From an optimization exercise on the open Yosys and OpenROAD flow, aimed at small area and a short achievable clock period; shortcuts taken in it are not production practice. Function was checked by simulation only, so behaviour that the tests miss may differ from the original. Power figures rest on the tool's default switching activity, not on a simulated workload.

==> design/flow/design.v <==
module barrel_sll_32bit(in, shamt, out);
	input [31:0] in;
	input [4:0] shamt;
	output [31:0] out;
	wire [31:0] barIn [5:0];
	wire [31:0] shiftResult [4:0];
	assign barIn[5] = in;
	genvar i4;
	generate
		for (i4 = 4; i4 >= 0; i4 = i4 - 1) begin: loop0i4
			barrel_sll myBarrel(.in(barIn[i4+1]), .shamt(2**i4), .out(shiftResult[i4]));
			mux_2to1 myMux(.in0(barIn[i4+1]), .in1(shiftResult[i4]), .select(shamt[i4]), .out(barIn[i4]));
		end
	endgenerate
	assign out = barIn[0];
endmodule
module barrel_sll(in, shamt, out);
	input [31:0] in;
	input [4:0] shamt;
	output [31:0] out;
	assign out = (in << shamt);
endmodule
module barrel_sra_32bit(in, shamt, out);
	input [31:0] in;
	input [4:0] shamt;
	output [31:0] out;
	wire [31:0] barIn [5:0];
	wire [31:0] shiftResult [4:0];
	assign barIn[5] = in;
	genvar i5;
	generate
		for (i5 = 4; i5 >= 0; i5 = i5 - 1) begin: loop0i5
			barrel_sra myBarrel(.in(barIn[i5+1]), .shamt(2**i5), .out(shiftResult[i5]));
			mux_2to1 myMux(.in0(barIn[i5+1]), .in1(shiftResult[i5]), .select(shamt[i5]), .out(barIn[i5]));
		end
	endgenerate
	assign out = barIn[0];
endmodule
module barrel_sra(in, shamt, out);
	input signed [31:0] in;
	input [4:0] shamt;
	output signed [31:0] out;
	assign out = (in >>> shamt);
endmodule
module mux_2to1(in0, in1, select, out);
	input [31:0] in0;
	input [31:0] in1;
	input select;
	output [31:0] out;
	assign out = select ? in1 : in0;
endmodule
module mux_2to1_5bit(in0, in1, select, out);
	input [4:0] in0;
	input [4:0] in1;
	input select;
	output [4:0] out;
	assign out = select ? in1 : in0;
endmodule
module decoder1(inputBin, outputHot);
	input [4:0] inputBin;
	output [31:0] outputHot;
	wire [31:0] outputHot;
	assign outputHot = (1 << inputBin);
endmodule
module decoder8(in, out);
	input[1:0] in;
	output[3:0] out;
	assign out = (1 << in);
endmodule
module my_dff(d, aclr, clk, q);
	input d, aclr, clk;
	output q;
	reg q;
	always @(posedge clk or
			posedge aclr) begin
		if(aclr) begin
			q = 1'b0;
		end 
		else begin
			q = d;
		end
	end
endmodule
module convert(in, out);
	input signed[31:0] in;
	output signed[31:0] out;
	wire signed[31:0] in_negated;
	wire [31:0] one;
	assign in_negated = ~in;
	assign one[31:1] = 0;
	assign one[0] = 1;
	thirtytwo_bit_adder adder(.A(in_negated), .B(one), .C_in(1'b0), .S(out));
endmodule
module multdiv_control(sel, ctrl_shift, ctrl_alu, alu_enable);
	input[2:0] sel;
	output ctrl_shift, ctrl_alu, alu_enable;
	assign ctrl_shift = (sel[2] & ~sel[1] & ~sel[0]) | (~sel[2] & sel[1] & sel[0]);
	assign ctrl_alu = (sel[2] & ~sel[1] & ~sel[0]) | (sel[2] & sel[1] & ~sel[0]) | (sel[2] & ~sel[1] & sel[0]);
	assign alu_enable = ~((~sel[2] & ~sel[1] & ~sel[0]) | (sel[2] & sel[1] & sel[0]));
endmodule
module multdiv_alu(alu_enable, ctrl_alu, inA, inB, out);
	input alu_enable, ctrl_alu;
	input signed [31:0] inA, inB;
	wire signed [31:0] result_add, result_sub, result_mux;
	output signed [31:0] out;
	thirtytwo_bit_adder ba1(.A(inA), .B(inB), .C_in(1'b0), .S(result_add));
	thirtytwo_bit_adder ba2(.A(inA), .B(~inB), .C_in(1'b1), .S(result_sub));
	mux2to1 muxxy(.inA(result_add), .inB(result_sub), .sel(ctrl_alu), .out(result_mux));
	assign out = alu_enable ? result_mux : inA;
endmodule
module mux2to1(inA, inB, sel, out);
	input[31:0] inA, inB;
	input sel;
	output[31:0] out;
	assign out = (sel) ? inB : inA;
endmodule
module one_bit_adder(A, B, C_in, S, P, G);
	input A, B, C_in;
	output S, P, G;
	assign P = (A | B);
	assign G = (A & B);
	assign S = (A ^ B ^ C_in);
endmodule
module four_bit_adder(A, B, C_in, S, PG, GG);
	input signed [3:0] A, B;
	input C_in;
	output signed [3:0] S;
	output PG, GG;
	wire p0, g0, p1, g1, p2, g2, p3, g3, c1, c2, c3;
	one_bit_adder oba1(.A(A[0]), .B(B[0]), .C_in(C_in), .S(S[0]), .P(p0), .G(g0));
	assign c1 = (g0 | (p0 & C_in));
	one_bit_adder oba2(.A(A[1]), .B(B[1]), .C_in(c1), .S(S[1]), .P(p1), .G(g1));
	assign c2 = (g1 | (p1 & c1));
	one_bit_adder oba3(.A(A[2]), .B(B[2]), .C_in(c2), .S(S[2]), .P(p2), .G(g2));
	assign c3 = (g2 | (p2 & c2));
	one_bit_adder oba4(.A(A[3]), .B(B[3]), .C_in(c3), .S(S[3]), .P(p3), .G(g3));
	assign PG = (p0 & p1 & p2 & p3);
	assign GG = (g3 | (g2 & p3) | (g1 & p3 & p2) | (g0 & p3 & p2 & p1));
endmodule
module sixteen_bit_adder(A, B, C_in, S, PG, GG);
	input signed [15:0] A, B;
	input C_in;
	output signed [15:0] S;
	output PG, GG;
	wire p0, g0, p1, g1, p2, g2, p3, g3, c1, c2, c3;
	four_bit_adder fba1(.A(A[3:0]), .B(B[3:0]), .C_in(C_in), .S(S[3:0]), .PG(p0), .GG(g0));
	assign c1 = (g0 | (p0 & C_in));
	four_bit_adder fba2(.A(A[7:4]), .B(B[7:4]), .C_in(c1), .S(S[7:4]), .PG(p1), .GG(g1));
	assign c2 = (g1 | (p1 & c1));
	four_bit_adder fba3(.A(A[11:8]), .B(B[11:8]), .C_in(c2), .S(S[11:8]), .PG(p2), .GG(g2));
	assign c3 = (g2 | (p2 & c2));
	four_bit_adder fba4(.A(A[15:12]), .B(B[15:12]), .C_in(c3), .S(S[15:12]), .PG(p3), .GG(g3));
	assign PG = (p0 & p1 & p2 & p3);
	assign GG = (g3 | (g2 & p3) | (g1 & p3 & p2) | (g0 & p3 & p2 & p1));
endmodule
module thirtytwo_bit_adder(A, B, C_in, S);
	input signed [31:0] A, B;
	input C_in;
	output signed [31:0] S;
	assign S = A + B + {31'd0, C_in};
endmodule
module fault(currVal, stuckAtVal, ctrl, outVal);
	input currVal, stuckAtVal, ctrl;
	output outVal;
	assign outVal = ctrl ? stuckAtVal : currVal;
endmodule
module flip_bit(currVal, ctrl, outVal);
	input currVal, ctrl;
	output outVal;
	assign outVal = ctrl ? ~currVal : currVal;
endmodule
module abl17_adder_32bit(a, b, cin, sum);
	input [31:0] a;
	input [31:0] b;
	input cin;
	output [31:0] sum;
	wire [1:0] cin1;
	wire [1:0] gen1;
	wire [1:0] prop1;
	abl17_adder_16bit adder_16bit_1(.a(a[15:0]), .b(b[15:0]), .cin(cin), .gen(gen1[0]), .prop(prop1[0]), .sum(sum[15:0]));
	abl17_adder_16bit adder_16bit_2(.a(a[31:16]), .b(b[31:16]), .cin(cin1[0]), .gen(gen1[1]), .prop(prop1[1]), .sum(sum[31:16]));
	assign cin1[0] = gen1[0] | (prop1[0] & cin);
	assign cin1[1] = gen1[1] | (gen1[0] & prop1[1]) | (cin & prop1[0] & prop1[1]) ;
endmodule
module abl17_adder_32bit_fault(a, b, cin, ctrl_flip_16, ctrl_flip_4, sum);
	input [31:0] a;
	input [31:0] b;
	input cin;
	input ctrl_flip_16, ctrl_flip_4;
	output [31:0] sum;
	wire [1:0] cin1;
	wire [1:0] gen1;
	wire [1:0] prop1;
	abl17_adder_16bit_fault adder_16bit_1(.a(a[15:0]), .b(b[15:0]), .cin(cin), .ctrl_flip_16(ctrl_flip_16), .ctrl_flip_4(1'b0), .gen(gen1[0]), .prop(prop1[0]), .sum(sum[15:0]));
	abl17_adder_16bit_fault adder_16bit_2(.a(a[31:16]), .b(b[31:16]), .cin(cin1[0]), .ctrl_flip_16(1'b0), .ctrl_flip_4(ctrl_flip_4), .gen(gen1[1]), .prop(prop1[1]), .sum(sum[31:16]));
	assign cin1[0] = gen1[0] | (prop1[0] & cin);
	assign cin1[1] = gen1[1] | (gen1[0] & prop1[1]) | (cin & prop1[0] & prop1[1]) ;
endmodule
module abl17_adder_16bit(a, b, cin, gen, prop, sum);
	input [15:0] a;
	input [15:0] b;
	input cin;
	output gen;
	output prop;
	output [15:0] sum;
	wire [3:0] cin1;
	wire [3:0] gen1;
	wire [3:0] prop1;
	abl17_adder_4bit adder_4bit_1(.a(a[3:0]), .b(b[3:0]), .cin(cin), .gen(gen1[0]), .prop(prop1[0]), .sum(sum[3:0]));
	abl17_adder_4bit adder_4bit_2(.a(a[7:4]), .b(b[7:4]), .cin(cin1[0]), .gen(gen1[1]), .prop(prop1[1]), .sum(sum[7:4]));
	abl17_adder_4bit adder_4bit_3(.a(a[11:8]), .b(b[11:8]), .cin(cin1[1]), .gen(gen1[2]), .prop(prop1[2]), .sum(sum[11:8]));
	abl17_adder_4bit adder_4bit_4(.a(a[15:12]), .b(b[15:12]), .cin(cin1[2]), .gen(gen1[3]), .prop(prop1[3]), .sum(sum[15:12]));
	assign cin1[0] = gen1[0] | (prop1[0] & cin);
	assign cin1[1] = gen1[1] | (gen1[0] & prop1[1]) | (cin & prop1[0] & prop1[1]) ;
	assign cin1[2] = gen1[2] | (gen1[1] & prop1[2]) | (gen1[0] & prop1[1] & prop1[2]) | (cin & prop1[0] & prop1[1] & prop1[2]);
	assign cin1[3] = gen1[3] | (gen1[2] & prop1[3]) | (gen1[1] & prop1[2] & prop1[3]) | (gen1[0] & prop1[1] & prop1[2] & prop1[3]) | (cin & prop1[0] & prop1[1] & prop1[2] & prop1[3]);
	assign gen = gen1[3] | (gen1[2] & prop1[3]) | (gen1[1] & prop1[3] & prop1[2]) | (gen1[0] & prop1[3] & prop1[2] & prop1[1]);
	assign prop = prop1[0] & prop1[1] & prop1[2] & prop1[3];
endmodule
module abl17_adder_16bit_fault(a, b, cin, ctrl_flip_16, ctrl_flip_4, gen, prop, sum);
	input [15:0] a;
	input [15:0] b;
	input cin;
	input ctrl_flip_16, ctrl_flip_4;
	output gen;
	output prop;
	output [15:0] sum;
	wire [3:0] cin1;
	wire temp_cin1bit2;
	wire [3:0] gen1;
	wire [3:0] prop1;
	abl17_adder_4bit_fault adder_4bit_1(.a(a[3:0]), .b(b[3:0]), .cin(cin), .ctrl_flip_4(1'b0), .gen(gen1[0]), .prop(prop1[0]), .sum(sum[3:0]));
	abl17_adder_4bit_fault adder_4bit_2(.a(a[7:4]), .b(b[7:4]), .cin(cin1[0]), .ctrl_flip_4(1'b0), .gen(gen1[1]), .prop(prop1[1]), .sum(sum[7:4]));
	abl17_adder_4bit_fault adder_4bit_3(.a(a[11:8]), .b(b[11:8]), .cin(cin1[1]), .ctrl_flip_4(ctrl_flip_4), .gen(gen1[2]), .prop(prop1[2]), .sum(sum[11:8]));
	abl17_adder_4bit_fault adder_4bit_4(.a(a[15:12]), .b(b[15:12]), .cin(cin1[2]), .ctrl_flip_4(1'b0), .gen(gen1[3]), .prop(prop1[3]), .sum(sum[15:12]));
	assign cin1[0] = gen1[0] | (prop1[0] & cin);
	assign cin1[1] = gen1[1] | (gen1[0] & prop1[1]) | (cin & prop1[0] & prop1[1]) ;
	assign temp_cin1bit2 = gen1[2] | (gen1[1] & prop1[2]) | (gen1[0] & prop1[1] & prop1[2]) | (cin & prop1[0] & prop1[1] & prop1[2]);
	assign cin1[3] = gen1[3] | (gen1[2] & prop1[3]) | (gen1[1] & prop1[2] & prop1[3]) | (gen1[0] & prop1[1] & prop1[2] & prop1[3]) | (cin & prop1[0] & prop1[1] & prop1[2] & prop1[3]);
	flip_bit fault3(.currVal(temp_cin1bit2), .ctrl(ctrl_flip_16), .outVal(cin1[2]));
	assign gen = gen1[3] | (gen1[2] & prop1[3]) | (gen1[1] & prop1[3] & prop1[2]) | (gen1[0] & prop1[3] & prop1[2] & prop1[1]);
	assign prop = prop1[0] & prop1[1] & prop1[2] & prop1[3];
endmodule
module abl17_adder_4bit(a, b, cin, gen, prop, sum);
	input [3:0] a;
	input [3:0] b;
	input cin;
	output gen;
	output prop;
	output [3:0] sum;
	wire [3:0] cin1, gen1, prop1;
	abl17_adder_1bit adder1(.a(a[0]), .b(b[0]), .cin(cin), .gen(gen1[0]), .prop(prop1[0]), .sum(sum[0]));
	abl17_adder_1bit adder2(.a(a[1]), .b(b[1]), .cin(cin1[0]), .gen(gen1[1]), .prop(prop1[1]), .sum(sum[1]));
	abl17_adder_1bit adder3(.a(a[2]), .b(b[2]), .cin(cin1[1]), .gen(gen1[2]), .prop(prop1[2]), .sum(sum[2]));
	abl17_adder_1bit adder4(.a(a[3]), .b(b[3]), .cin(cin1[2]), .gen(gen1[3]), .prop(prop1[3]), .sum(sum[3]));
	assign cin1[0] = gen1[0] | (prop1[0] & cin);
	assign cin1[1] = gen1[1] | (gen1[0] & prop1[1]) | (cin & prop1[0] & prop1[1]) ;
	assign cin1[2] = gen1[2] | (gen1[1] & prop1[2]) | (gen1[0] & prop1[1] & prop1[2]) | (cin & prop1[0] & prop1[1] & prop1[2]);
	assign cin1[3] = gen1[3] | (gen1[2] & prop1[3]) | (gen1[1] & prop1[2] & prop1[3]) | (gen1[0] & prop1[1] & prop1[2] & prop1[3]) | (cin & prop1[0] & prop1[1] & prop1[2] & prop1[3]);
	assign gen = gen1[3] | (gen1[2] & prop1[3]) | (gen1[1] & prop1[3] & prop1[2]) | (gen1[0] & prop1[3] & prop1[2] & prop1[1]);
	assign prop = prop1[0] & prop1[1] & prop1[2] & prop1[3];
endmodule
module abl17_adder_4bit_fault(a, b, cin, ctrl_flip_4, gen, prop, sum);
	input [3:0] a;
	input [3:0] b;
	input cin;
	input ctrl_flip_4;
	output gen;
	output prop;
	output [3:0] sum;
	wire [3:0] cin1, gen1, prop1;
	wire temp_cin1bit1;
	abl17_adder_1bit adder1(.a(a[0]), .b(b[0]), .cin(cin), .gen(gen1[0]), .prop(prop1[0]), .sum(sum[0]));
	abl17_adder_1bit adder2(.a(a[1]), .b(b[1]), .cin(cin1[0]), .gen(gen1[1]), .prop(prop1[1]), .sum(sum[1]));
	abl17_adder_1bit adder3(.a(a[2]), .b(b[2]), .cin(cin1[1]), .gen(gen1[2]), .prop(prop1[2]), .sum(sum[2]));
	abl17_adder_1bit adder4(.a(a[3]), .b(b[3]), .cin(cin1[2]), .gen(gen1[3]), .prop(prop1[3]), .sum(sum[3]));
	assign cin1[0] = gen1[0] | (prop1[0] & cin);
	assign temp_cin1bit1 = gen1[1] | (gen1[0] & prop1[1]) | (cin & prop1[0] & prop1[1]) ;
	assign cin1[2] = gen1[2] | (gen1[1] & prop1[2]) | (gen1[0] & prop1[1] & prop1[2]) | (cin & prop1[0] & prop1[1] & prop1[2]);
	assign cin1[3] = gen1[3] | (gen1[2] & prop1[3]) | (gen1[1] & prop1[2] & prop1[3]) | (gen1[0] & prop1[1] & prop1[2] & prop1[3]) | (cin & prop1[0] & prop1[1] & prop1[2] & prop1[3]);
	flip_bit fault4(.currVal(temp_cin1bit1), .ctrl(ctrl_flip_4), .outVal(cin1[1]));
	assign gen = gen1[3] | (gen1[2] & prop1[3]) | (gen1[1] & prop1[3] & prop1[2]) | (gen1[0] & prop1[3] & prop1[2] & prop1[1]);
	assign prop = prop1[0] & prop1[1] & prop1[2] & prop1[3];
endmodule
module abl17_adder_1bit(a, b, cin, gen, prop, sum);
	input a;
	input b;
	input cin;
	output gen;
	output prop;
	output sum;
	assign gen = a & b;
	assign prop = a | b;
	assign sum = (~a & ~b & cin) | (~a & b & ~cin) | (a & ~b & ~cin) | (a & b & cin);
endmodule
module sra_checker(a, ctrl_shiftamt, sra_result, err);
	input [31:0] a, sra_result;
	input [4:0] ctrl_shiftamt;
	output err;
	wire[31:0] shifted_input;
	wire[31:0] temp;
	assign temp = $signed(a) >>> ctrl_shiftamt;  
	assign err = |(temp^sra_result);
endmodule
module sll_checker(a, ctrl_shiftamt, sll_result, err);
	input [31:0] a, sll_result;
	input [4:0] ctrl_shiftamt;
	output err;
	wire[31:0] shifted_input;
	wire[31:0] temp, mask, mask_shifted, masked_result;
	assign temp = sll_result >>> ctrl_shiftamt;
	assign mask = 32'b11111111111111111111111111111111 >> ctrl_shiftamt;
	assign masked_result = mask & a;
	assign err = |(temp^masked_result);
endmodule
module adder_checker(a, b, cin, sum, error);
	input[31:0] a;
	input[31:0] b;
	input cin;
	input[31:0] sum;
	output error;
	wire cout[31:0];
	wire[31:0] and_gate_inputs;
	one_bit_subchecker one_bit_subchecker_0(.a(a[0]), .b(b[0]), .cin(cin), .s(sum[0]), .cout(cout[0]), .err(and_gate_inputs[0]));
	genvar i;
	generate
	for (i=1; i<32; i=i+1) begin: loop1
		one_bit_subchecker one_bit_subchecker_i(.a(a[i]), .b(b[i]), .cin(cout[i-1]), .s(sum[i]), .cout(cout[i]), .err(and_gate_inputs[i]));
	end
	endgenerate
	assign error = |and_gate_inputs;
endmodule
module one_bit_subchecker(a, b, cin, s, cout, err);
	input a;
	input b;
	input cin;
	input s;
	output cout;
	output err;
	wire xor1, xor2;
	assign xor1 = a^b;
	assign xor2 = xor1^s;
	assign err = xor2^cin;
	assign cout = xor1 ? xor2 : b;
endmodule
module abl17_alu_argus_fault(data_operandA, data_operandB, ctrl_ALUopcode, ctrl_shiftamt, ctrl_adder_flip1, ctrl_adder_flip2, ctrl_shift_flip, data_result, isNotEqual, isLessThan, adder_has_error, sra_has_error, sll_has_error);
   input [31:0] data_operandA, data_operandB;
   input [4:0] ctrl_ALUopcode, ctrl_shiftamt;
	input ctrl_adder_flip1, ctrl_adder_flip2, ctrl_shift_flip;
   output [31:0] data_result;
   output isNotEqual, isLessThan;
	output adder_has_error, sra_has_error, sll_has_error;
	parameter add_opcode = 0;
	parameter subtract_opcode = 1;
	parameter and_opcode = 2;
	parameter or_opcode = 3;
	parameter sll_opcode = 4;
	parameter sra_opcode = 5;
	wire [31:0] negateB;
	assign negateB = ~data_operandB;
	wire subOpcode_cin;
	assign subOpcode_cin =
			ctrl_ALUopcode == subtract_opcode ? 1'b1 :  
			1'b0;  
	wire [31:0] notB_mux_result;
	mux_2to1 notB_mux(.in0(data_operandB), .in1(negateB), .select(subOpcode_cin), .out(notB_mux_result));
	wire[31:0] adder_result;
	abl17_adder_32bit_fault adder1(.a(data_operandA), .b(notB_mux_result), .cin(subOpcode_cin), .ctrl_flip_16(ctrl_adder_flip1), .ctrl_flip_4(ctrl_adder_flip2), .sum(adder_result));
	wire [31:0] and_result;
	assign and_result = data_operandA & data_operandB;
	wire [31:0] or_result;
	assign or_result = data_operandA | data_operandB;
	wire [4:0] flip_shiftamt;  
	flip_bit fault_ho(.currVal(ctrl_shiftamt[0]), .ctrl(ctrl_shift_flip), .outVal(flip_shiftamt[0]));
	assign flip_shiftamt[4:1] = ctrl_shiftamt[4:1];
	wire[31:0] sll_result;
	barrel_sll_32bit barrel_sll(.in(data_operandA), .shamt(flip_shiftamt), .out(sll_result));  
	wire[31:0] sra_result;
	barrel_sra_32bit barrel_sra(.in(data_operandA), .shamt(flip_shiftamt), .out(sra_result));  
	wire [31:0] decoder_output;
	decoder1 myDecoder(.inputBin(ctrl_ALUopcode), .outputHot(decoder_output));
	wire [31:0] tristate_input [5:0];
	assign tristate_input[0] = adder_result;
	assign tristate_input[1] = adder_result;
	assign tristate_input[2] = and_result;
	assign tristate_input[3] = or_result;
	assign tristate_input[4] = sll_result;
	assign tristate_input[5] = sra_result;
	assign data_result = ({32{decoder_output[0]}} & tristate_input[0]) |
	                     ({32{decoder_output[1]}} & tristate_input[1]) |
	                     ({32{decoder_output[2]}} & tristate_input[2]) |
	                     ({32{decoder_output[3]}} & tristate_input[3]) |
	                     ({32{decoder_output[4]}} & tristate_input[4]) |
	                     ({32{decoder_output[5]}} & tristate_input[5]);
	assign isNotEqual = |(adder_result);
	assign isLessThan = (data_operandA[31] & !(data_operandB[31])) | 
								(adder_result[31] & !(data_operandA[31]) & !(data_operandB[31])) |
								(adder_result[31] & data_operandA[31] & data_operandB[31]);  
	wire adder_error, sra_error, sll_error;
	assign adder_has_error = adder_error;
	assign sra_has_error = sra_error;
	assign sll_has_error = sll_error;
	adder_checker my_checker(.a(data_operandA), .b(notB_mux_result), .cin(subOpcode_cin), .sum(adder_result), .error(adder_error));
	sra_checker my_sra_checker(.a(data_operandA), .ctrl_shiftamt(ctrl_shiftamt), .sra_result(sra_result), .err(sra_error));
	sll_checker my_sll_checker(.a(data_operandA), .ctrl_shiftamt(ctrl_shiftamt), .sll_result(sll_result), .err(sll_error));
endmodule
module mult_fault(data_operandA, data_operandB, result, mult_exception, clock, ctrl_flip, datainput_ready, dataoutput_ready);
	input signed [31:0] data_operandA;
   input signed [15:0] data_operandB;
	input clock;
	input ctrl_flip;
	output signed [31:0] result;
	output datainput_ready, dataoutput_ready;
	output mult_exception;
	wire [15:0] exception;	
	wire signed [48:0] initial_data[8:0], temp_wire[7:0];  
	wire signed [31:0] shift_wire[7:0], alu_result_wire[7:0];  
	wire signed [7:0] ctrl_shift, ctrl_alu, alu_enable;  
	assign initial_data[0][48:17] = 1'b0;  
	assign initial_data[0][16:1]  = data_operandB;  
	assign initial_data[0][0] = 1'b0;  
	wire[9:0] dff_array;
	wire nor_wire = ~|dff_array;
	assign datainput_ready = 1'b1;
	my_dff dff5(.d(nor_wire), .aclr(1'b0), .clk(clock), .q(dff_array[0]));
	genvar i, j, k, l;
	generate
	for (i=0; i<8; i=i+1) begin: loop1
		multdiv_control mdc1(.sel(initial_data[i][2:0]), 
									.ctrl_shift(ctrl_shift[i]), 
									.ctrl_alu(ctrl_alu[i]), 
									.alu_enable(alu_enable[i]));
		assign shift_wire[i] = ctrl_shift[i] ? (data_operandA << 1) : data_operandA;
		multdiv_alu alu(.alu_enable(alu_enable[i]), 
						.ctrl_alu(ctrl_alu[i]), 
						.inA(initial_data[i][48:17]), 
						.inB(shift_wire[i]), 
						.out(alu_result_wire[i]));
		for (j=48; j>16; j=j-1) begin: loop2
			assign temp_wire[i][j] = alu_result_wire[i][j-17];
		end
		for (k=16; k>-1; k=k-1) begin: loop3
			assign temp_wire[i][k] = initial_data[i][k];
		end
		assign initial_data[i+1] = temp_wire[i]>>>2;
		my_dff dff6(.d(dff_array[i]), .aclr(1'b0), .clk(clock), .q(dff_array[i+1]));
	end
	my_dff dff7(.d(dff_array[8]), .aclr(1'b0), .clk(clock), .q(dff_array[9]));
	assign dataoutput_ready = 1'b1;
	assign result[31:8] = initial_data[8][32:9];
	assign result[6:0] = initial_data[8][7:1];
	flip_bit fault5(.currVal(initial_data[8][8]), .ctrl(ctrl_flip), .outVal(result[7]));
	wire [15:0] exception_wire;
	for (l=32; l<48; l=l+1) begin: loop4
		assign exception_wire[l-32] = initial_data[8][l] ^ (data_operandA[31] ^ data_operandB[15]);
	end
	assign mult_exception = |exception_wire;
	endgenerate
endmodule
module div_fault(data_operandA, data_operandB, result, clock, ctrl_flip, datainput_ready, dataoutput_ready, outputRemainder);
	input signed [31:0] data_operandA;
	input signed [15:0] data_operandB;
	input clock, ctrl_flip;
	output signed [31:0] result;
	output datainput_ready, dataoutput_ready;
	output [31:0] outputRemainder; assign outputRemainder = remainder[0];
	wire[32:0] dff_array;
	wire nor_wire = ~|dff_array;
	assign datainput_ready = 1'b1;
	my_dff dff0(.d(nor_wire), .aclr(1'b0), .clk(clock), .q(dff_array[32]));
	wire[31:0] denominator;
	assign denominator[15:0] = data_operandB[15:0];
	assign denominator[31:16] = data_operandB >>> 16;
	wire[31:0] converted_denominator;
	convert conv(.in(denominator), .out(converted_denominator));
	wire[31:0] positive_denominator;
	assign positive_denominator = denominator[31] ? converted_denominator : denominator;
	wire[31:0] converted_numerator;
	convert conv2(.in(data_operandA), .out(converted_numerator));
	wire[31:0] positive_numerator;
	assign positive_numerator = data_operandA[31] ? converted_numerator : data_operandA;
	wire[31:0] remainder[32:0];
	wire[31:0] quotient;
	assign remainder[32] = 32'b0;
	wire isNotEqual[31:0];
	wire isLessThan[31:0];
	wire[31:0] alu_result_wire[31:0];
	wire[31:0] temp_wire[31:0];
	wire[31:0] temp_wire2[31:0];
	genvar i;
   generate
	for (i=31; i>=0; i=i-1) begin: loop2
		assign temp_wire2[i] = (remainder[i+1]<<1);
		assign temp_wire[i][31:1] = temp_wire2[i][31:1];
		assign temp_wire[i][0] = positive_numerator[i];
		thirtytwo_bit_adder ba1(.A(temp_wire[i]), 
										.B(~positive_denominator), 
										.C_in(1'b1), 
										.S(alu_result_wire[i]));
		assign isLessThan[i] = ((temp_wire[i][31] & ~positive_denominator[31])|
								(alu_result_wire[i][31] & ~temp_wire[i][31] & ~positive_denominator[31]) |
								(alu_result_wire[i][31] & temp_wire[i][31] & positive_denominator[31]));
		assign remainder[i] = isLessThan[i] ? temp_wire[i] : alu_result_wire[i];
		assign quotient[i] = isLessThan[i] ? 1'b0 : 1'b1;
		my_dff dff(.d(dff_array[i+1]), .aclr(1'b0), .clk(clock), .q(dff_array[i]));
	end
	endgenerate
	wire blah;
	my_dff dff32(.d(dff_array[0]), .aclr(1'b0), .clk(clock), .q(blah));
	assign dataoutput_ready = 1'b1;
	wire quotient_sign;
	wire[31:0] converted_quotient;
	assign quotient_sign = (denominator[31] ^ data_operandA[31]);
	convert conv3(.in(quotient), .out(converted_quotient));
	assign result[31:3] = quotient_sign ? converted_quotient[31:3] : quotient[31:3];
	assign result[1:0] = quotient_sign ? converted_quotient[1:0] : quotient[1:0];
	wire temp;
	assign temp = quotient_sign ? converted_quotient[2] : quotient[2];
	flip_bit fault6(.currVal(temp), .ctrl(ctrl_flip), .outVal(result[2]));
endmodule
module multdiv_fault(data_operandA, data_operandB, ctrl_MULT, ctrl_DIV, clock, ctrl_flip_mult, ctrl_flip_div, data_result, out_remainder, data_exception, data_inputRDY, data_resultRDY);
   input signed [31:0] data_operandA;
   input signed [15:0] data_operandB;
   input ctrl_MULT, ctrl_DIV, clock;
	input ctrl_flip_mult, ctrl_flip_div;
   output signed [31:0] data_result; 
	output [31:0] out_remainder;
   output data_exception, data_inputRDY, data_resultRDY;
	wire [2:0] datainput_readys, dataresult_readys;
	wire signed [31:0] results[2:0];
	wire [1:0] enable;
	wire[31:0]my_tristates[3:0];
	wire my_tristates2[3:0];
	wire my_tristates3[3:0];
	wire [3:0] decoder_result;
	assign data_result = ({32{decoder_result[0]}} & my_tristates[0]) |
	                     ({32{decoder_result[1]}} & my_tristates[1]) |
	                     ({32{decoder_result[2]}} & my_tristates[2]);
	assign data_inputRDY = (decoder_result[0] & my_tristates2[0]) |
	                       (decoder_result[1] & my_tristates2[1]) |
	                       (decoder_result[2] & my_tristates2[2]);
	assign data_resultRDY = (decoder_result[0] & my_tristates3[0]) |
	                        (decoder_result[1] & my_tristates3[1]) |
	                        (decoder_result[2] & my_tristates3[2]);
	assign my_tristates[0] = 32'b0;
	assign my_tristates2[0] = 1'b1;
	assign my_tristates3[0] = 1'b0;
	assign enable[0] = ctrl_MULT;
	assign enable[1] = ctrl_DIV;
	decoder8 mydecoder(enable, decoder_result);
	wire mult_exception;
	mult_fault mult1(data_operandA, data_operandB, my_tristates[1], mult_exception, clock, ctrl_flip_mult, my_tristates2[1], my_tristates3[1]);
	div_fault div1(data_operandA, data_operandB, my_tristates[2], clock, ctrl_flip_div, my_tristates2[2], my_tristates3[2], out_remainder);
	assign data_exception = ((~|data_operandB[15:0] & ctrl_DIV) | (mult_exception & ctrl_MULT));
endmodule
module multdiv_checker(inA, inB, inMultDivResult, ctrl_MULT, ctrl_DIV, inRemainder, outError, enable);
	input signed [31:0] inA;
	input signed [15:0] inB;
	input ctrl_MULT, ctrl_DIV;
	input signed [31:0] inMultDivResult;
	input [31:0] inRemainder;
	output outError;
	output enable;
	function [4:0] red62;
		input [5:0] v;
		reg [5:0] t;
		begin
			t = v - 6'd31;
			if (v >= 6'd62) red62 = v - 6'd62;
			else if (v >= 6'd31) red62 = t[4:0];
			else red62 = v[4:0];
		end
	endfunction
	function [4:0] mod31_32;
		input [31:0] x;
		reg [7:0] s;
		reg [5:0] u;
		begin
			s = {3'd0, x[4:0]} + {3'd0, x[9:5]} + {3'd0, x[14:10]} + {3'd0, x[19:15]} +
			    {3'd0, x[24:20]} + {3'd0, x[29:25]} + {6'd0, x[31:30]};
			u = {1'b0, s[4:0]} + {3'd0, s[7:5]};
			mod31_32 = red62(u);
		end
	endfunction
	function [4:0] mod31_10;
		input [9:0] x;
		reg [5:0] u;
		begin
			u = {1'b0, x[4:0]} + {1'b0, x[9:5]};
			mod31_10 = red62(u);
		end
	endfunction
	assign enable = ctrl_MULT | ctrl_DIV;
	wire [31:0] neg_rem = ~inRemainder + {31'd0, ctrl_DIV};
	wire [31:0] m1_in = ctrl_DIV ? inMultDivResult : inA;
	wire [31:0] m3_in = ctrl_DIV ? inA : inMultDivResult;
	wire [4:0] mod1 = mod31_32(m1_in);
	wire [4:0] mod2 = mod31_32({16'd0, inB});
	wire [4:0] mod3 = mod31_32(m3_in);
	wire [4:0] mod4 = ctrl_DIV ? mod31_32(neg_rem) : 5'd0;
	wire [9:0] prod = mod1 * mod2;
	wire [4:0] c1 = mod31_10(prod);
	wire [4:0] c2 = red62({1'b0, mod3} + {1'b0, mod4});
	assign outError = (c1 != c2);
endmodule
module argus_exec(clk, a, b, alu_op, shamt, mult, div,
                  flip_adder16, flip_adder4, flip_shift, flip_mult, flip_div,
                  alu_result, alu_ne, alu_lt, adder_err, sra_err, sll_err,
                  md_result, md_remainder, md_exception, md_err, md_chk_en);
	input clk;
	input [31:0] a, b;
	input [4:0] alu_op, shamt;
	input mult, div;
	input flip_adder16, flip_adder4, flip_shift, flip_mult, flip_div;
	output reg [31:0] alu_result;
	output reg alu_ne, alu_lt, adder_err, sra_err, sll_err;
	output reg [31:0] md_result, md_remainder;
	output reg md_exception, md_err, md_chk_en;
	reg [31:0] a_q, b_q;
	reg [4:0] op_q, shamt_q;
	reg mult_q, div_q;
	reg f_add16_q, f_add4_q, f_shift_q, f_mult_q, f_div_q;
	always @(posedge clk) begin
		a_q <= a;
		b_q <= b;
		op_q <= alu_op;
		shamt_q <= shamt;
		mult_q <= mult;
		div_q <= div;
		f_add16_q <= flip_adder16;
		f_add4_q <= flip_adder4;
		f_shift_q <= flip_shift;
		f_mult_q <= flip_mult;
		f_div_q <= flip_div;
	end
	wire [31:0] alu_result_X;
	wire a_ne_b_X, a_lt_b_X, adder_has_error_X, sra_has_error_X, sll_has_error_X;
	abl17_alu_argus_fault my_alu(.data_operandA(a_q),
	                             .data_operandB(b_q),
	                             .ctrl_ALUopcode(op_q),
	                             .ctrl_shiftamt(shamt_q),
	                             .ctrl_adder_flip1(f_add16_q),
	                             .ctrl_adder_flip2(f_add4_q),
	                             .ctrl_shift_flip(f_shift_q),
	                             .data_result(alu_result_X),
	                             .isNotEqual(a_ne_b_X),
	                             .isLessThan(a_lt_b_X),
	                             .adder_has_error(adder_has_error_X),
	                             .sra_has_error(sra_has_error_X),
	                             .sll_has_error(sll_has_error_X));
	wire [31:0] multDiv_result_X, multDiv_remainder_X;
	wire multDiv_status_1bit_X, multDiv_inputRDY_X, multDiv_resultRDY_X;
	wire multdiv_output_has_error_X, multdiv_checker_is_enabled_X;
	multdiv_fault multdiv1(.data_operandA(a_q),
	                       .data_operandB(b_q[15:0]),
	                       .ctrl_MULT(mult_q),
	                       .ctrl_DIV(div_q),
	                       .clock(clk),
	                       .ctrl_flip_mult(f_mult_q),
	                       .ctrl_flip_div(f_div_q),
	                       .data_result(multDiv_result_X),
	                       .out_remainder(multDiv_remainder_X),
	                       .data_exception(multDiv_status_1bit_X),
	                       .data_inputRDY(multDiv_inputRDY_X),
	                       .data_resultRDY(multDiv_resultRDY_X));
	multdiv_checker multdiv_argus_checker(.inA(a_q),
	                                      .inB(b_q[15:0]),
	                                      .inMultDivResult(multDiv_result_X),
	                                      .ctrl_MULT(mult_q),
	                                      .ctrl_DIV(div_q),
	                                      .inRemainder(multDiv_remainder_X),
	                                      .outError(multdiv_output_has_error_X),
	                                      .enable(multdiv_checker_is_enabled_X));
	always @(posedge clk) begin
		alu_result <= alu_result_X;
		alu_ne <= a_ne_b_X;
		alu_lt <= a_lt_b_X;
		adder_err <= adder_has_error_X;
		sra_err <= sra_has_error_X;
		sll_err <= sll_has_error_X;
		md_result <= multDiv_result_X;
		md_remainder <= multDiv_remainder_X;
		md_exception <= multDiv_status_1bit_X;
		md_err <= multdiv_output_has_error_X;
		md_chk_en <= multdiv_checker_is_enabled_X;
	end
endmodule
==> design/flow/run.sh <==
#!/bin/bash
# synth_recipe.tcl (not shown) runs the flow's synth.tcl, then flattens the netlist and writes it again
# the make line also repeats each setting of config.mk as NAME=value (left out here)
make -C /OpenROAD-flow-scripts/flow DESIGN_CONFIG=/design/flow/config.mk WORK_HOME=/design/flow/orfs CLKGATE_MAP_FILE= SYNTH_SCRIPT=/design/flow/synth_recipe.tcl finish
==> design/flow/config.mk <==
export PLATFORM = sky130hd
export DESIGN_NAME = argus_exec
export DESIGN_NICKNAME = argus_exec
export VERILOG_FILES = /design/flow/design.v
export SDC_FILE = /design/flow/constraint.sdc
export NUM_CORES = 4
export LEC_CHECK = 0
export CAP_MARGIN = 20
export CORE_MARGIN = 2
export CORE_UTILIZATION = 40
export CTS_BUF_LIST = sky130_fd_sc_hd__clkbuf_4 sky130_fd_sc_hd__clkbuf_8 sky130_fd_sc_hd__clkbuf_16
export CTS_CLUSTER_DIAMETER = 60
export CTS_CLUSTER_SIZE = 12
export SLEW_MARGIN = 20
==> design/flow/constraint.sdc <==
create_clock -name core_clock -period 250.0 [get_ports {clk}]
set_input_delay 50.0000 -clock core_clock [delete_from_list [all_inputs] [get_ports {clk}]]
set_output_delay 50.0000 -clock core_clock [all_outputs]
set_load 0.01 [all_outputs]
==> impl_metrics.csv <==
group,metric,value,unit
worst_hold_path,min_path_cells,3,
power_and_ir_drop,powerDensity,6840,nW/um2
run,drv_cap,0,
worst_hold_path,holdPathEnd,"alu_result[27]",
yosys,async_flop_share,0,%
critical_path,path_class,"flip-flop to flip-flop",
timing,clock_skew,0.0678,ns
timing,tightest_slew,1.34,ns
yosys,synth-edff-count,0,
yosys,postSynthAreaPerCell,6.88,um2
die,dieWidth,527,um
die,ioPinCount,186,
clocking,post_cts_buffers,0,
worst_hold_path,hp-class,"flip-flop to flip-flop",
power_and_ir_drop,sequentialPowerShare,0.1,%
drt,wirelength,501000,um
power_and_ir_drop,p_leak,54.7,nW
power_and_ir_drop,comb_power_share,99.9,%
critical_path,cpMaxStageDelayCell,"nor2_1",
timing,setup_viol,0,
timing,final-hold-violation-count,0,
critical_path,r2r_start,"b_q[1]",
clocking,cts.clk_slew.worst_paths,0.13,ns
critical_path,crit_arrival,182.78,ns
power_and_ir_drop,pwr.group.clock,39.5,uW
timing,period_share,72.9,%
drt,vias_per_cell,6.18,
critical_path,required,250.53,ns
place,hpwl,397000,um
yosys,synth_most_common_cell,"nor2_1",
global_route,grt-ovfl-total,0,
power_and_ir_drop,power_frac_clock,0,%
critical_path,rrSetupSlack,67.75,ns
clocking,ctsRootBufferMaster,"clkbuf_16",
clocking,ctsHoldBuffers,0,
status,status,"timing/DRC/antenna clean",
cells_and_area,design_area,119000,um2
yosys,synth_ff_type,"dfxtp_1",
clocking,cts_sinks,185,
global_route,grt_first_pass_wirelength,729000,um
place,place_congestion,1.03,
clocking,insertion_delay,0.64,ns
drt,wire_per_inst,25.2,um
worst_hold_path,min_from,"b_q[27]",
yosys,synth.distinct_cells,111,
global_route,antenna_found_initial,53,
critical_path,crit_top_cell,"a21oi_1",
clocking,clk_path_buf_depth,3,
yosys,synth_top_area_cell,"ha_1",
critical_path,endpoint,"md_err",
die,start_util,40.1,%
yosys,syn-cell-area,110000,um2
clocking,htreeDepth,4,
timing,max_freq,5.49,MHz
die,die_y,527,um
cells_and_area,layout-drive-gt1-share,5.54,%
cells_and_area,fill_cells,28900,
critical_path,cp.depth,713,
power_and_ir_drop,powerComb,813,mW
power_and_ir_drop,ir_drop,7.87,mV
timing,period_minus_slack,182.25,ns
clocking,ctsResizeCount,0,
timing,slew_headroom,9.59,%
cells_and_area,seq_area,3770,um2
cells_and_area,syn2layout_area_growth,8.50,%
power_and_ir_drop,p_seq,421,uW
global_route,grt_pass1_vias,111000,
place,io_buffers,185,
yosys,seq_area_frac_synth,3.38,%
yosys,synth_area_leaders,"ha_1 (18%), xnor2_1 (6.5%), a21oi_1 (6.2%)",
cells_and_area,multi_input_area,102000,um2
critical_path,worstRegToRegCells,713,
die,num_rows,192,
drt,drc,0,
die,die_area,278000,um2
power_and_ir_drop,internal-power,326,mW
clocking,cts_tree,"built",
drt,ant_nets,0,
yosys,synth_warnings,10,
timing,rsz0062_at_grt,"no",
drt,num_vias,123000,
yosys,syn_inst,15900,
power_and_ir_drop,maxPowerGroup,"combinational cells",
critical_path,crit_start,"b_q[1]",
critical_path,critPathCaptureType,"flip-flop",
timing,drv_slew,0,
timing,fin_tns_setup,0,ns
global_route,grt_max_degree,75,
critical_path,startpoint_type,"flip-flop",
yosys,ys_seq_elements,185,
power_and_ir_drop,net-switching-power,488,mW
critical_path,path_delay_family,"compound AO/OA/AOI/OAI gates",
critical_path,path_buf_inv,80,
cells_and_area,final_nets,18100,
power_and_ir_drop,p_sw_share,60.0,%
clocking,cts_buffers,25,
global_route,grtUsageTotal,34.3,%
critical_path,slowest_delay,1.13,ns
yosys,synth.top_cell.area_share,18.3,%
critical_path,reg2reg_to,"md_err",
drt,drtIter0Drc,13600,
yosys,synth_commonest_cells,"nor2_1 (1674), ha_1 (1601), nand2_1 (1429)",
drt,drtPass1Iterations,6,
place,place_area,118000,um2
critical_path,worst-path-max-fanout,64,
die,core,273000,um2
[flip-flops by register name, indices dropped and copies added, names as in the netlist, 5 cells and up]
name          flops
b_q              32
md_result        32
op_q              5
shamt_q           5
alu_result       32
md_remainder     32
a_q              32
[routing by layer]
layer,track usage (%),up-vias,share of wire [%]
li1,-,58000,-
met1,46.2,57700,42
met2,50.7,5939,41
met3,5.96,1218,9.9
met4,20.6,10,6.8
met5,0,-,0.013
[area by class of cell]
cell class	instances	area share [%]
Timing Repair Buffer	485	3.47
Clock buffer	28	0.556
Tap cell	3589	3.78
Inverter	1000	3.16
Multi-Input combinational cell	14500	85.6
Sequential cell	185	3.17
Antenna cell	100	0.211
Clock inverter	5	0.0916
[per-stage QoR]
step / setup slack (ns) / utilization (%) / instances / hold slack, ns / power [mW]
global route: 54.20 / 43.5 / 19900 / 0.688 / 840
finish: 67.75 / 43.5 / 19900 / 0.653 / 813
floorplan: 85.48 / - / 16400 / 0.461 / 996
CTS: 71.50 / 43.4 / 19800 / 0.659 / 827
detailed placement: 72.24 / 43.1 / 19700 / 0.643 / 826
global placement: 76.15 / 43.1 / 19700 / 0.626 / 824
[cell families after synthesis]
kind of cell	after synthesis	synth area share (%)
flip-flops	185	3.38
other	2	0.00685
AO/OA/AOI/OAI	5512	33.0
buffers and inverters	1760	6.04
adder cells (fa/ha/maj)	1813	21.9
XOR/XNOR	1237	9.90
multiplexers	534	5.44
AND/OR/NAND/NOR	4884	20.3
[layout by cell type (no fill, tap or decap), types with 154 or more instances in the layout]
cell type and instances:
nor3_1 376, nand3_1 296, nand2b_1 155, nor2b_1 181, mux2i_1 310, a211oi_1 211, or3_1 160, buf_4 297
a31oi_1 199, nor2_1 1670, o21ai_0 1158, o21bai_1 189, fa_1 154, a21oi_1 1366, a21o_1 720, xnor2_1 805
mux2_2 192, o21a_1 281, ha_1 1600, xor2_1 414, o211ai_1 168, conb_1 510, clkdlybuf4s50_1 185, nand2_1 1427
inv_1 976

==> what the ideal ports hide <==
The flow's constraints put no driver on any port. The routed layout listed below was extracted and timed again, unchanged, in two steps.
Step 1 assumes that a clkbuf_16 drives the clock port and a buf_2 every other input.
Step 2 adds t to the input delays and takes it off the output delays; t is the mean of the earliest and latest rising clock arrival at the registers after step 1. Input paths then give back, and output paths get back, about the clock's delay inside the block.
a / b / c = ideal / step 1 / step 2; a / b = the first two.
shift t [ns]: 0.693
setup WS [ns]: 67.754 / 67.754 / 67.754
worst register clock-pin slew, ns: 0.13 / 0.13
pins driven straight from the clock port: 1
After both steps this run still meets setup and hold. The setup slack of this run moves by 0.000 ns with the drivers and by 0.000 ns with both steps.
